This is an optimization exercise on Yosys and OpenROAD, whose aim is small area and a short achievable clock period, not a production implementation.
Power and IR drop assume default switching activity.

==> flow/design.v <==
`timescale 1ns/1ps
module router_extended (
  input  wire        clk,
  input  wire        rst,
  input  wire        start,
  input  wire [2:0]  cond_sel,
  input  wire [3:0]  opcode,
  input  wire [15:0] op_a,
  input  wire [15:0] op_b,
  output reg         busy,
  output reg         done,
  output reg  [31:0] result
);
  wire f_bin = (opcode <= 4'd2);
  wire f_dec = (opcode >= 4'd3)   && (opcode <= 4'd5);
  wire f_duo = (opcode >= 4'd6) && (opcode <= 4'd8);
  reg [3:0] lat1;
  always @(*) begin
    case (cond_sel)
      3'd0:    lat1 = f_bin ? 4'd2 : f_dec ? 4'd9 : 4'd7;
      3'd1:    lat1 = f_dec ? 4'd2 : 4'd7;
      3'd2:    lat1 = f_duo ? 4'd2 : f_bin ? 4'd7 : 4'd9;
      3'd4:    lat1 = (f_bin | f_dec) ? 4'd2 : 4'd7;
      default: lat1 = (f_bin | f_dec | f_duo) ? 4'd2 : 4'd9;
    endcase
  end
  reg  [3:0] cnt;
  wire       last = (cnt == 4'd0);
  always @(posedge clk) begin
    if (rst) begin
      busy <= 1'b0;
      done <= 1'b0;
      cnt  <= 4'd0;
    end else begin
      done <= busy & last;
      if (!busy) begin
        busy <= start;
        if (start) cnt <= lat1;
      end else if (last) begin
        busy <= 1'b0;
      end else begin
        cnt <= cnt - 4'd1;
      end
    end
  end
  wire is_add = (opcode == 4'd0) || (opcode == 4'd3) || (opcode == 4'd6);
  wire is_sub = (opcode == 4'd1) || (opcode == 4'd4) || (opcode == 4'd7);
  wire [16:0] h_init = is_add ? {1'b0, op_b} : is_sub ? {1'b1, ~op_b} : 17'd0;
  wire [15:0] m_init = (opcode == 4'd2)   ? op_b  :
                       (opcode == 4'd5) ? 16'd10 :
                       (opcode == 4'd8)  ? 16'd3  :
                       (is_add | is_sub)         ? 16'd1  : 16'd0;
  reg  [15:0] a_r;      
  reg  [17:0] a3_r;     
  reg  [16:0] h;        
  reg  [15:0] lb;       
  reg         ci;       
  wire        load = !busy | (cnt == 4'd3);
  wire [5:0]  c = {lb[5:4] & {2{~last}}, lb[3:0]};
  wire [17:0] r0 = ({18{~c[1] &  c[0]}} & {2'b0, a_r}) |
                   ({18{ c[1] & ~c[0]}} & {1'b0, a_r, 1'b0}) |
                   ({18{ c[1] &  c[0]}} & a3_r);
  wire [17:0] r1 = ({18{~c[3] &  c[2]}} & {2'b0, a_r}) |
                   ({18{ c[3] & ~c[2]}} & {1'b0, a_r, 1'b0}) |
                   ({18{ c[3] &  c[2]}} & a3_r);
  wire [17:0] r2 = ({18{~c[5] &  c[4]}} & {2'b0, a_r}) |
                   ({18{ c[5] & ~c[4]}} & {1'b0, a_r, 1'b0}) |
                   ({18{ c[5] &  c[4]}} & a3_r);
  wire [22:0] s = {{6{h[16]}}, h} + {5'b0, r0} + {3'b0, r1, 2'b0} + {1'b0, r2, 4'b0} + {22'd0, ci};
  always @(posedge clk) begin
    a_r  <= op_a;
    a3_r <= {2'b0, op_a} + {1'b0, op_a, 1'b0};
    if (load) begin
      h  <= h_init;
      lb <= m_init;
      ci <= is_sub;
    end else begin
      h  <= s[22:6];
      lb <= {s[5:0], lb[15:6]};
      ci <= 1'b0;
    end
  end
  always @(posedge clk) begin
    if (rst)
      result <= 32'd0;
    else if (busy & last)
      result <= {s[19:0], lb[15:4]};
  end
endmodule
Settings: LEC_CHECK=0, ABC_CLOCK_PERIOD_IN_PS=3000, CAP_MARGIN=20, CORE_MARGIN=2, CORE_UTILIZATION=40, SETUP_SLACK_MARGIN=5, SLEW_MARGIN=20; clock period 10.0 ns.
run.sh (not shown) runs the stock make flow with config.mk's settings and CLKGATE_MAP_FILE= SYNTH_SCRIPT=/design/flow/synth_recipe.tcl, a recipe that flattens the netlist after the stock synthesis.
Rerun with:
--- a/flow/design.v
+++ b/flow/design.v
@@ -52,23 +52,12 @@
                        (is_add | is_sub)         ? 16'd1  : 16'd0;
   reg  [15:0] a_r;      
-  reg  [17:0] a3_r;     
   reg  [16:0] h;        
   reg  [15:0] lb;       
   reg         ci;       
-  wire        load = !busy | (cnt == 4'd3);
-  wire [5:0]  c = {lb[5:4] & {2{~last}}, lb[3:0]};
-  wire [17:0] r0 = ({18{~c[1] &  c[0]}} & {2'b0, a_r}) |
-                   ({18{ c[1] & ~c[0]}} & {1'b0, a_r, 1'b0}) |
-                   ({18{ c[1] &  c[0]}} & a3_r);
-  wire [17:0] r1 = ({18{~c[3] &  c[2]}} & {2'b0, a_r}) |
-                   ({18{ c[3] & ~c[2]}} & {1'b0, a_r, 1'b0}) |
-                   ({18{ c[3] &  c[2]}} & a3_r);
-  wire [17:0] r2 = ({18{~c[5] &  c[4]}} & {2'b0, a_r}) |
-                   ({18{ c[5] & ~c[4]}} & {1'b0, a_r, 1'b0}) |
-                   ({18{ c[5] &  c[4]}} & a3_r);
-  wire [22:0] s = {{6{h[16]}}, h} + {5'b0, r0} + {3'b0, r1, 2'b0} + {1'b0, r2, 4'b0} + {22'd0, ci};
+  wire        load  = !busy | (cnt == 4'd3);
+  wire [5:0]  chunk = {lb[5:4] & {2{~last}}, lb[3:0]};
+  wire [22:0] s     = {{6{h[16]}}, h} + a_r * chunk + {22'd0, ci};
   always @(posedge clk) begin
-    a_r  <= op_a;
-    a3_r <= {2'b0, op_a} + {1'b0, op_a, 1'b0};
+    a_r <= op_a;
     if (load) begin
       h  <= h_init;
Worst hold slack stays flat.
Cell count decreases by a few percent.
Clock power increases by a few percent.
Wire length decreases by a few percent.
Area after synthesis decreases by a few percent.
Non-clock buffer count increases by 28.
Sequential share of layout area decreases by 3.6 points.
Global-route usage decreases by 0.54 points.
Flip-flop and latch count decreases by 17.
Clock-buffer cell count decreases by 1.
Sequential power decreases by roughly a tenth.
Function was not checked in any run of this note: the RTL went through the layout flow alone.

## port drivers added, routing unchanged
The flow's constraints put no driver on any port. The routed layouts listed below were extracted and timed again, unchanged, in two steps.
Step 1 assumes that a clkbuf_16 drives the clock port and a buf_2 every other input.
Step 2 also shifts input and output timing later by t, the mid clock arrival at the registers, as if the neighbouring blocks saw the same clock.
Three values: no drivers, after step 1, after step 2; two values: the first two.
run | t, ns | setup WS [ns] | worst hold slack (ns) | cell pins on the clock port's net
the first run | 0.404 | 5.181 / 5.181 / 5.074 | 0.458 / 0.458 / 0.458 | 1
the second run | 0.402 | 5.078 / 5.078 / 5.078 | 0.455 / 0.455 / 0.455 | 1
After both steps setup and hold are still met in every run listed. For the first run, which loses most, drivers alone change the setup slack by 0.000 ns; drivers and shift together by -0.107 ns.
